Source: an optimization exercise on an open RTL-to-GDS flow (aim: small area, a short achievable clock period and few clock cycles). Production flows keep margins and buffers that such runs may drop.
RTL that was checked went through simulation tests only; none was proved equivalent to the original.
Power figures rest on the tool's default switching activity, not on a simulated workload.

Setup of before:
## PLProc
module PLProc(clk, reset_n, imem_addr, imem_rdata,
              dmem_addr, dmem_wdata, dmem_we, dmem_rdata);
   input  clk;
   input  reset_n;
   output [31:0] imem_addr;
   input  [31:0] imem_rdata;
   output [31:0] dmem_addr;
   output [31:0] dmem_wdata;
   output dmem_we;
   input  [31:0] dmem_rdata;
   wire rst = ~reset_n;
   wire [31:0] inst = imem_rdata;
   wire [3:0]  op  = inst[31:28];
   wire [3:0]  fn  = inst[27:24];
   wire [3:0]  rd  = inst[23:20];
   wire [3:0]  rs1 = inst[19:16];
   wire [3:0]  rs2 = inst[15:12];
   wire [15:0] imm = inst[15:0];
   wire [31:0] sext = {{16{imm[15]}}, imm};
   wire alu_fn  = (fn == 4'b0111) | (fn == 4'b0110) | (fn == 4'b0000) |
                  (fn == 4'b0001) | (fn == 4'b0010) | (fn == 4'b1000) |
                  (fn == 4'b1001) | (fn == 4'b1010);
   wire cmp_fn  = (fn == 4'b0000) | (fn == 4'b0011) | (fn == 4'b0101) |
                  (fn == 4'b0110) | (fn == 4'b1001) | (fn == 4'b1010) |
                  (fn == 4'b1100) | (fn == 4'b1111);
   wire br_fn   = (fn != 4'b0100) & (fn != 4'b0111);
   wire br_reg  = (fn == 4'b0000) | (fn == 4'b0011) | (fn == 4'b0101) |
                  (fn == 4'b0110) | (fn == 4'b1001) | (fn == 4'b1010) |
                  (fn == 4'b1011);
  ...
For scale: ~160 I/O pins.
clock: 8.5 ns
lec_check: 0
cap_margin: 20
core_margin: 2
core_utilization: 55
setup_slack_margin: 5
slew_margin: 20
tns_end_percent: 5
standard.sh (not shown) runs the stock make flow with config.mk's settings and CLKGATE_MAP_FILE= SYNTH_SCRIPT=/design/flow/synth_recipe.tcl, a recipe that flattens the netlist after the stock synthesis.
==> flow/flow/run.sh <==
#!/bin/bash
# Layout flow: the standard flow (standard.sh) with two changes:
#  - the buffers that buffer_ports puts on every input and output port are
#    sky130_fd_sc_hd__buf_2 instead of the default delay-cell buffer;
#  - clock tree synthesis clusters up to 30 sinks within 50 um per leaf
#    buffer and inserts no dummy loads.
# Everything else (synthesis, floorplan, power grid, placement, routing) is
# the standard flow. make's output goes to flow_make.log; ORFS keeps each
# step's log under orfs/logs.
set -euo pipefail
bash standard.sh \
  "BUFFER_PORTS_ARGS=-buffer_cell sky130_fd_sc_hd__buf_2" \
  "CTS_ARGS=-sink_clustering_enable -repair_clock_nets -dont_use_dummy_load -sink_clustering_size 30 -sink_clustering_max_diameter 50" \
  finish > flow_make.log 2>&1
Testbench counts of before, summed over its fixed seeds: cycles 130,139.
The inputs of after differ from those of before as listed below.
-- flow/design.v --
<<< before, line 9
   output dmem_we;
   input  [31:0] dmem_rdata;
   wire rst = ~reset_n;
   wire [31:0] inst = imem_rdata;
   wire [3:0]  op  = inst[31:28];
>>> after, line 9
   output dmem_we;
   input  [31:0] dmem_rdata;
   reg rst;
   always @(posedge clk) rst <= ~reset_n;
   wire [31:0] inst = imem_rdata;
   wire [3:0]  op  = inst[31:28];
<<< before, line 76
   reg        e_wr, e_sw, e_lw, e_br, e_jal, e_cmp, e_logic, e_sdl;
   reg        e_cz, e_cn, e_cp;
   reg [1:0]  e_lf;                  
   reg        e_linv;                
>>> after, line 77
   reg        e_wr, e_sw, e_lw, e_br, e_jal, e_cmp, e_logic, e_sdl;
   reg        e_cz, e_cn, e_cp;
   reg        e_bnx;                 
   reg [1:0]  e_lf;                  
   reg        e_linv;                
<<< before, line 86
   wire [31:0] m_res = m_lw ? dmem_rdata : m_x;
   wire        rf_we = v3 & m_wr;
   wire [31:0] rf_wd = m_res & {32{reset_n}};
   integer i;
   always @(posedge clk) begin
>>> after, line 88
   wire [31:0] m_res = m_lw ? dmem_rdata : m_x;
   wire        rf_we = v3 & m_wr;
   wire [31:0] rf_wd = m_res & {32{~rst}};
   integer i;
   always @(posedge clk) begin
<<< before, line 93
            rf[i] <= rf_wd;
   end
   reg [31:0] rfa, rfb;
   integer k;
>>> after, line 95
            rf[i] <= rf_wd;
   end
   wire e_fw = v2 & e_wr & ~e_lw;    
   wire e_ld = v2 & e_lw;            
   wire m_fw = v3 & m_wr;
   reg [31:0] rfa, rfb;
   integer k;
<<< before, line 99
      rfb = 32'h0;
      for (k = 0; k < 16; k = k + 1) begin
         rfa = rfa | (rf[k] & {32{idx_a == k}});
         rfb = rfb | (rf[k] & {32{idx_b == k}});
      end
   end
>>> after, line 104
      rfb = 32'h0;
      for (k = 0; k < 16; k = k + 1) begin
         rfa = rfa | (rf[k] & {32{(idx_a == k) & ~(e_fw & (e_rd == k)) & ~(m_fw & (m_rd == k))}});
         rfb = rfb | (rf[k] & {32{(idx_b == k) & ~(e_fw & (e_rd == k)) & ~(m_fw & (m_rd == k))}});
      end
   end
<<< before, line 117
   wire flag = (e_cz & d_z) | (e_cn & d_n) | (e_cp & ~d_z & ~d_n);
   wire [31:0] br_tgt = pc + {sd[29:0], 2'b00};
   wire        taken  = v2 & (e_jal | (e_br & flag));
   wire [31:0] e_res = e_jal   ? pc :
                       e_cmp   ? {31'b0, flag} :
                       e_logic ? lg : sum;
   wire e_fw = v2 & e_wr & ~e_lw;    
   wire e_ld = v2 & e_lw;            
   wire m_fw = v3 & m_wr;
   wire fea = e_fw & (e_rd == idx_a);
   wire fma = m_fw & (m_rd == idx_a) & ~fea;
   wire feb = e_fw & (e_rd == idx_b);
   wire fmb = m_fw & (m_rd == idx_b) & ~feb;
   wire ra_en = ~fea & ~fma;
   wire rb_en = ~feb & ~fmb;
   wire [31:0] xa = (e_res & {32{fea}}) | (m_res & {32{fma}});
   wire [31:0] xb = (e_res & {32{feb}}) | (m_res & {32{fmb}});
>>> after, line 122
   wire flag = (e_cz & d_z) | (e_cn & d_n) | (e_cp & ~d_z & ~d_n);
   wire [31:0] br_tgt = pc + {sd[29:0], 2'b00};
   wire        taken  = v2 & (e_jal | (e_br & ~e_bnx & flag));
   wire [31:0] e_res = e_jal   ? pc :
                       e_cmp   ? {31'b0, flag} :
                       e_logic ? lg : sum;
   wire fea = e_fw & (e_rd == idx_a);
   wire fma = m_fw & (m_rd == idx_a) & ~fea;
   wire feb = e_fw & (e_rd == idx_b);
   wire fmb = m_fw & (m_rd == idx_b) & ~feb;
   wire [31:0] xa = (e_res & {32{fea}}) | (m_res & {32{fma}});
   wire [31:0] xb = (e_res & {32{feb}}) | (m_res & {32{fmb}});
<<< before, line 137
   wire [31:0] immv = s_mvhi ? {imm, 16'h0000} :
                      s_jal  ? {sext[29:0], 2'b00} : sext;
   wire [31:0] n_op1 = (rfa & {32{ra_en & ~s_zeroa}}) | (xa & {32{~s_zeroa}});
   wire [31:0] n_op2 = ((rfb & {32{rb_en & s_useb}}) |
                        (xb & {32{s_useb}}) | (immv & {32{~s_useb}})) ^ {32{s_inv}};
   wire [31:0] n_sd  = (rfb & {32{rb_en & ~op_br}}) |
                       (xb & {32{~op_br}}) | (sext & {32{op_br}});
   always @(posedge clk) begin
      if (rst) begin
>>> after, line 137
   wire [31:0] immv = s_mvhi ? {imm, 16'h0000} :
                      s_jal  ? {sext[29:0], 2'b00} : sext;
   wire [31:0] va = rfa | xa;
   wire [31:0] vb = rfb | xb;
   wire [31:0] n_op1 = va & {32{~s_zeroa}};
   wire [31:0] n_op2 = (s_useb ? vb : immv) ^ {32{s_inv}};
   wire [31:0] n_sd  = op_br ? sext : vb;
   always @(posedge clk) begin
      if (rst) begin
<<< before, line 167
      e_sdl  <= sdl;
      e_cz   <= d_cz;
      e_cn   <= d_cn;
      e_cp   <= d_cp;
>>> after, line 167
      e_sdl  <= sdl;
      e_cz   <= d_cz;
      e_bnx  <= (imm == 16'h0000);
      e_cn   <= d_cn;
      e_cp   <= d_cp;
Results
- before ended up with op2[5]$_DFF_P_ as its worst setup path endpoint; after ended up with op1[6]$_DFF_P_.
- after gives more final worst hold slack than before did.
- Per the comparison of after with before, final standard cell area without fillers rose by 1.0%, die area went down 1.1%, initial antenna violation count moved up, maximum frequency from static timing analysis moved down, power share of the sequential group lower.
- Lower detailed-routed wire length on met3 was reported by before, not after.
- Compared after vs before, and maximum fanout along the worst path is up in after.
Testbench counts of after, summed over its fixed seeds: cycles 129,623.

The RTL this note starts from:
==> flow/design.v <==
module PLProc(clk, reset_n, imem_addr, imem_rdata,
              dmem_addr, dmem_wdata, dmem_we, dmem_rdata);
   input  clk;
   input  reset_n;
   output [31:0] imem_addr;
   input  [31:0] imem_rdata;
   output [31:0] dmem_addr;
   output [31:0] dmem_wdata;
   output dmem_we;
   input  [31:0] dmem_rdata;
   wire rst = ~reset_n;
   wire [31:0] inst = imem_rdata;
   wire [3:0]  op  = inst[31:28];
   wire [3:0]  fn  = inst[27:24];
   wire [3:0]  rd  = inst[23:20];
   wire [3:0]  rs1 = inst[19:16];
   wire [3:0]  rs2 = inst[15:12];
   wire [15:0] imm = inst[15:0];
   wire [31:0] sext = {{16{imm[15]}}, imm};
   wire alu_fn  = (fn == 4'b0111) | (fn == 4'b0110) | (fn == 4'b0000) |
                  (fn == 4'b0001) | (fn == 4'b0010) | (fn == 4'b1000) |
                  (fn == 4'b1001) | (fn == 4'b1010);
   wire cmp_fn  = (fn == 4'b0000) | (fn == 4'b0011) | (fn == 4'b0101) |
                  (fn == 4'b0110) | (fn == 4'b1001) | (fn == 4'b1010) |
                  (fn == 4'b1100) | (fn == 4'b1111);
   wire br_fn   = (fn != 4'b0100) & (fn != 4'b0111);
   wire br_reg  = (fn == 4'b0000) | (fn == 4'b0011) | (fn == 4'b0101) |
                  (fn == 4'b0110) | (fn == 4'b1001) | (fn == 4'b1010) |
                  (fn == 4'b1011);
   wire fn0     = (fn == 4'b0000);
   wire d_alur  = (op == 4'b1100) & alu_fn;
   wire d_alui  = (op == 4'b0100) & alu_fn;
   wire d_mvhi  = (op == 4'b0100) & (fn == 4'b1111);
   wire d_cmpr  = (op == 4'b1101) & cmp_fn;
   wire d_cmpi  = (op == 4'b0101) & cmp_fn;
   wire d_lw    = (op == 4'b0111) & fn0;
   wire d_sw    = (op == 4'b0011) & fn0;
   wire d_br    = (op == 4'b0010) & br_fn;
   wire d_jal   = (op == 4'b0110) & fn0;
   wire d_sub   = (fn == 4'b0110);
   wire d_logic = (d_alur | d_alui) & ~fn[2];      
   wire d_wr    = d_alur | d_alui | d_mvhi | d_cmpr | d_cmpi | d_lw | d_jal;
   wire d_cmp   = d_cmpr | d_cmpi;
   reg  [3:0] d_cc;
   always @* begin
      if (op[1]) begin               
         case (fn)
           4'b1011: d_cc = 4'b1111;
           4'b0001: d_cc = 4'b0101;
           4'b0010: d_cc = 4'b0110;
           4'b1000: d_cc = 4'b1100;
           4'b1100: d_cc = 4'b1100;
           4'b1101: d_cc = 4'b1001;
           4'b1110: d_cc = 4'b1010;
           default: d_cc = fn;
         endcase
      end else
         d_cc = fn;                  
   end
   wire d_cz = (d_cc == 4'b0000) | (d_cc == 4'b0110) | (d_cc == 4'b1010) | (d_cc == 4'b1100);
   wire d_cn = (d_cc == 4'b0000) | (d_cc == 4'b0101) | (d_cc == 4'b1001) | (d_cc == 4'b1100);
   wire d_cp = (d_cc == 4'b0000) | (d_cc == 4'b0101) | (d_cc == 4'b1010) | (d_cc == 4'b1111);
   wire [3:0] idx_a = rs1;
   wire [3:0] idx_b = inst[31] ? rs2 : rd;
   wire zero_a = d_mvhi | (d_br & ~br_reg);
   wire use_a  = d_alur | d_alui | d_cmp | d_lw | d_sw | d_jal | (d_br & br_reg);
   wire use_b  = d_alur | d_cmpr | d_br;
   wire inv_b  = (d_alur & d_sub) | (d_alui & d_sub) | d_cmp | d_br;
   reg [31:0] pc;                    
   reg        v2;
   reg [31:0] op1, op2, sd;
   reg        cin;
   reg        e_wr, e_sw, e_lw, e_br, e_jal, e_cmp, e_logic, e_neg, e_sdl;
   reg        e_cz, e_cn, e_cp;
   reg [1:0]  e_lf;                  
   reg        e_linv;                
   reg [3:0]  e_rd;
   reg        v3, m_wr, m_lw, m_sw;
   reg [3:0]  m_rd;
   reg [31:0] m_x;                   
   reg [31:0] m_sd;                  
   reg  [31:0] rf [0:15];
   wire [31:0] m_res = m_lw ? dmem_rdata : m_x;
   wire        rf_we = v3 & m_wr;
   wire [31:0] rf_wd = m_res & {32{reset_n}};
   integer i;
   always @(posedge clk) begin
      for (i = 0; i < 16; i = i + 1)
         if (rst | (rf_we & (m_rd == i)))
            rf[i] <= rf_wd;
   end
   wire [31:0] sum = op1 + op2 + {31'b0, cin};
   wire [31:0] lg0 = (e_lf == 2'b00) ? (op1 & op2) :
                     (e_lf == 2'b01) ? (op1 | op2) : (op1 ^ op2);
   wire [31:0] lg  = lg0 ^ {32{e_linv}};
   wire s_z  = (sum == 32'h0);
   wire s_lo = (sum[30:0] == 31'h0);
   wire s_n  = sum[31];
   wire d_z  = s_z;
   wire d_n  = e_neg ? (~s_z & (~s_n | s_lo)) : s_n;
   wire flag = (e_cz & d_z) | (e_cn & d_n) | (e_cp & ~d_z & ~d_n);
   wire [31:0] br_tgt = pc + {sd[29:0], 2'b00};
   wire        taken  = v2 & (e_jal | (e_br & flag));
   wire [31:0] e_res = e_jal   ? pc :
                       e_cmp   ? {31'b0, flag} :
                       e_logic ? lg : sum;
   wire e_fw = v2 & e_wr & ~e_lw;    
   wire e_ld = v2 & e_lw;            
   wire m_fw = v3 & m_wr;
   wire [31:0] ra = rf[idx_a];
   wire [31:0] rb = rf[idx_b];
   wire [31:0] va = (e_fw & (e_rd == idx_a)) ? e_res :
                    (m_fw & (m_rd == idx_a)) ? m_res : ra;
   wire [31:0] vb = (e_fw & (e_rd == idx_b)) ? e_res :
                    (m_fw & (m_rd == idx_b)) ? m_res : rb;
   wire stall = e_ld & ((use_a & (e_rd == idx_a)) | (use_b & (e_rd == idx_b)));
   wire sdl   = e_ld & (e_rd == idx_b);    
   wire [31:0] immv = d_mvhi ? {imm, 16'h0000} :
                      d_jal  ? {sext[29:0], 2'b00} : sext;
   wire [31:0] n_op1 = zero_a ? 32'h0 : va;
   wire [31:0] n_op2 = (use_b ? vb : immv) ^ {32{inv_b}};
   wire [31:0] n_sd  = d_br ? sext : vb;
   always @(posedge clk) begin
      if (rst) begin
         pc <= 32'h40;
         v2 <= 1'b0;
         v3 <= 1'b0;
      end else begin
         pc <= taken ? (e_jal ? sum : br_tgt) : stall ? pc : pc + 32'd4;
         v2 <= ~taken & ~stall;
         v3 <= v2;
      end
      op1    <= n_op1;
      op2    <= n_op2;
      sd     <= n_sd;
      cin    <= inv_b;
      e_wr   <= d_wr;
      e_sw   <= d_sw;
      e_lw   <= d_lw;
      e_br   <= d_br;
      e_jal  <= d_jal;
      e_cmp  <= d_cmp;
      e_logic<= d_logic;
      e_neg  <= d_br;
      e_sdl  <= sdl;
      e_cz   <= d_cz;
      e_cn   <= d_cn;
      e_cp   <= d_cp;
      e_lf   <= fn[1:0];
      e_linv <= fn[3];
      e_rd   <= rd;
      m_wr   <= e_wr;
      m_lw   <= e_lw;
      m_sw   <= e_sw;
      m_rd   <= e_rd;
      m_x    <= e_res;
      m_sd   <= e_sdl ? dmem_rdata : sd;
   end
   assign imem_addr  = pc;
   assign dmem_addr  = m_x;
   assign dmem_wdata = m_sd;
   assign dmem_we    = v3 & m_sw;
endmodule
clock: 8.5 ns
lec_check: 0
abc_clock_period_in_ps: 2800
cap_margin: 20
core_margin: 2
core_utilization: 40
setup_slack_margin: 5
slew_margin: 20
run.sh (not shown) runs the stock make flow with config.mk's settings and CLKGATE_MAP_FILE= SYNTH_SCRIPT=/design/flow/synth_recipe.tcl, a recipe that flattens the netlist after the stock synthesis.
Stock flow here: none of the scripts above is used.
Next try:
--- a/flow/design.v
+++ b/flow/design.v
@@ -74,9 +74,9 @@
    reg        e_cz, e_cn, e_cp;
    reg [1:0]  e_lf;                  
    reg        e_linv;                
    reg [3:0]  e_rd;
-   reg        v3, m_wr, m_lw, m_sw;
+   reg        v3, m_wr, m_lw, m_we;
    reg [3:0]  m_rd;
    reg [31:0] m_x;                   
    reg [31:0] m_sd;                  
    reg  [31:0] rf [0:15];
@@ -88,17 +88,19 @@
       for (i = 0; i < 16; i = i + 1)
          if (rst | (rf_we & (m_rd == i)))
             rf[i] <= rf_wd;
    end
-   wire [31:0] sum = op1 + op2 + {31'b0, cin};
+   wire [31:0] sum;
+   KSAdd32 adder(.a(op1), .b(op2), .ci(cin), .s(sum));
    wire [31:0] lg0 = (e_lf == 2'b00) ? (op1 & op2) :
                      (e_lf == 2'b01) ? (op1 | op2) : (op1 ^ op2);
    wire [31:0] lg  = lg0 ^ {32{e_linv}};
-   wire s_z  = (sum == 32'h0);
-   wire s_lo = (sum[30:0] == 31'h0);
+   wire [31:0] ab_p = op1 ^ op2;
+   wire [31:0] ab_o = op1 | op2;
+   wire s_lo = &(ab_p[30:0] ~^ {ab_o[29:0], cin});
    wire s_n  = sum[31];
-   wire d_z  = s_z;
-   wire d_n  = e_neg ? (~s_z & (~s_n | s_lo)) : s_n;
+   wire d_z  = s_lo & ~s_n;
+   wire d_n  = e_neg ? ~(s_n ^ s_lo) : s_n;
    wire flag = (e_cz & d_z) | (e_cn & d_n) | (e_cp & ~d_z & ~d_n);
    wire [31:0] br_tgt = pc + {sd[29:0], 2'b00};
    wire        taken  = v2 & (e_jal | (e_br & flag));
    wire [31:0] e_res = e_jal   ? pc :
@@ -112,9 +114,10 @@
    wire [31:0] va = (e_fw & (e_rd == idx_a)) ? e_res :
                     (m_fw & (m_rd == idx_a)) ? m_res : ra;
    wire [31:0] vb = (e_fw & (e_rd == idx_b)) ? e_res :
                     (m_fw & (m_rd == idx_b)) ? m_res : rb;
-   wire stall = e_ld & ((use_a & (e_rd == idx_a)) | (use_b & (e_rd == idx_b)));
+   wire stall = e_ld & ((e_rd == idx_a) |
+                        ((e_rd == idx_b) & (inst[31] | (op == 4'b0010))));
    wire sdl   = e_ld & (e_rd == idx_b);    
    wire [31:0] immv = d_mvhi ? {imm, 16'h0000} :
                       d_jal  ? {sext[29:0], 2'b00} : sext;
    wire [31:0] n_op1 = zero_a ? 32'h0 : va;
@@ -124,12 +127,14 @@
       if (rst) begin
          pc <= 32'h40;
          v2 <= 1'b0;
          v3 <= 1'b0;
+         m_we <= 1'b0;
       end else begin
          pc <= taken ? (e_jal ? sum : br_tgt) : stall ? pc : pc + 32'd4;
          v2 <= ~taken & ~stall;
          v3 <= v2;
+         m_we <= v2 & e_sw;
       end
       op1    <= n_op1;
       op2    <= n_op2;
       sd     <= n_sd;
@@ -150,14 +155,38 @@
       e_linv <= fn[3];
       e_rd   <= rd;
       m_wr   <= e_wr;
       m_lw   <= e_lw;
-      m_sw   <= e_sw;
       m_rd   <= e_rd;
       m_x    <= e_res;
       m_sd   <= e_sdl ? dmem_rdata : sd;
    end
    assign imem_addr  = pc;
    assign dmem_addr  = m_x;
    assign dmem_wdata = m_sd;
-   assign dmem_we    = v3 & m_sw;
+   assign dmem_we    = m_we;
 endmodule
+module KSAdd32(a, b, ci, s);
+   input  [31:0] a, b;
+   input         ci;
+   output [31:0] s;
+   wire [31:0] p = a ^ b;
+   wire [31:0] g0 = {a[31:1] & b[31:1], (a[0] & b[0]) | (p[0] & ci)};
+   wire [31:0] p0 = p;
+   wire [31:0] g1, p1, g2, p2, g3, p3, g4, p4, g5, p5;
+   genvar i;
+   generate
+      for (i = 0; i < 32; i = i + 1) begin : lv
+         if (i >= 1)  begin assign g1[i] = g0[i] | (p0[i] & g0[i-1]);   assign p1[i] = p0[i] & p0[i-1];   end
+         else         begin assign g1[i] = g0[i];                       assign p1[i] = p0[i];             end
+         if (i >= 2)  begin assign g2[i] = g1[i] | (p1[i] & g1[i-2]);   assign p2[i] = p1[i] & p1[i-2];   end
+         else         begin assign g2[i] = g1[i];                       assign p2[i] = p1[i];             end
+         if (i >= 4)  begin assign g3[i] = g2[i] | (p2[i] & g2[i-4]);   assign p3[i] = p2[i] & p2[i-4];   end
+         else         begin assign g3[i] = g2[i];                       assign p3[i] = p2[i];             end
+         if (i >= 8)  begin assign g4[i] = g3[i] | (p3[i] & g3[i-8]);   assign p4[i] = p3[i] & p3[i-8];   end
+         else         begin assign g4[i] = g3[i];                       assign p4[i] = p3[i];             end
+         if (i >= 16) begin assign g5[i] = g4[i] | (p4[i] & g4[i-16]);  assign p5[i] = p4[i] & p4[i-16];  end
+         else         begin assign g5[i] = g4[i];                       assign p5[i] = p4[i];             end
+      end
+   endgenerate
+   assign s = p ^ {g5[30:0], ci};
+endmodule
Result: Routed wire length grows by 13%; cell area went up by 4.1%; combinational power came out higher by 6.6%; global-route usage rises by 2.9 points; power rose by 4.7%; die area came out higher by 2.0%; non-clock buffer count increases by 82; register-to-register slack gets better by 1.1 ns; via count came out higher by 6.0%; worst setup slack gains 0.78 ns; clock skew came out higher by 0.011 ns.
Testbench counts after the change, summed over its fixed seeds: cycles 130,139.
No functional check of the RTL was part of the first run of this note.

-- separate check: timing with driven ports --
In the flow no input, the clock included, has a driving cell. The finished layouts below were timed again as built, in two steps.
Step 1 sets driving cells, clkbuf_16 on the clock port and buf_2 on the other inputs (assumed; they add their load-dependent delay and slew).
Step 2 moves the port delays by t, midway between the first and last clock arrival at a register: inputs arrive t later, outputs are due t later. That takes back most of the time a late clock gives input paths.
a / b / c = ideal ports / drivers / drivers and shift; a / b = the first two.
| run | t, ns | setup slack, ns | latest minus earliest clock arrival (ns) | worst register clock-pin slew, ns |
|---|---|---|---|---|
| before | 0.679 | 4.784 / 4.709 / 4.029 | 0.075 / 0.075 | 0.08 / 0.08 |
| after | 0.711 | 4.688 / 4.697 / 3.987 | 0.133 / 0.133 | 0.09 / 0.09 |
| the first run of note 2 | 0.712 | 3.855 / 3.855 / 3.480 | 0.028 / 0.027 | 0.07 / 0.07 |
| the second run of note 2 | 0.710 | 4.633 / 4.618 / 3.908 | 0.041 / 0.041 | 0.07 / 0.07 |
After both steps setup and hold are still met in every run listed. The setup slack of before, which loses most, moves by -0.075 ns with the drivers and by -0.755 ns with both steps.
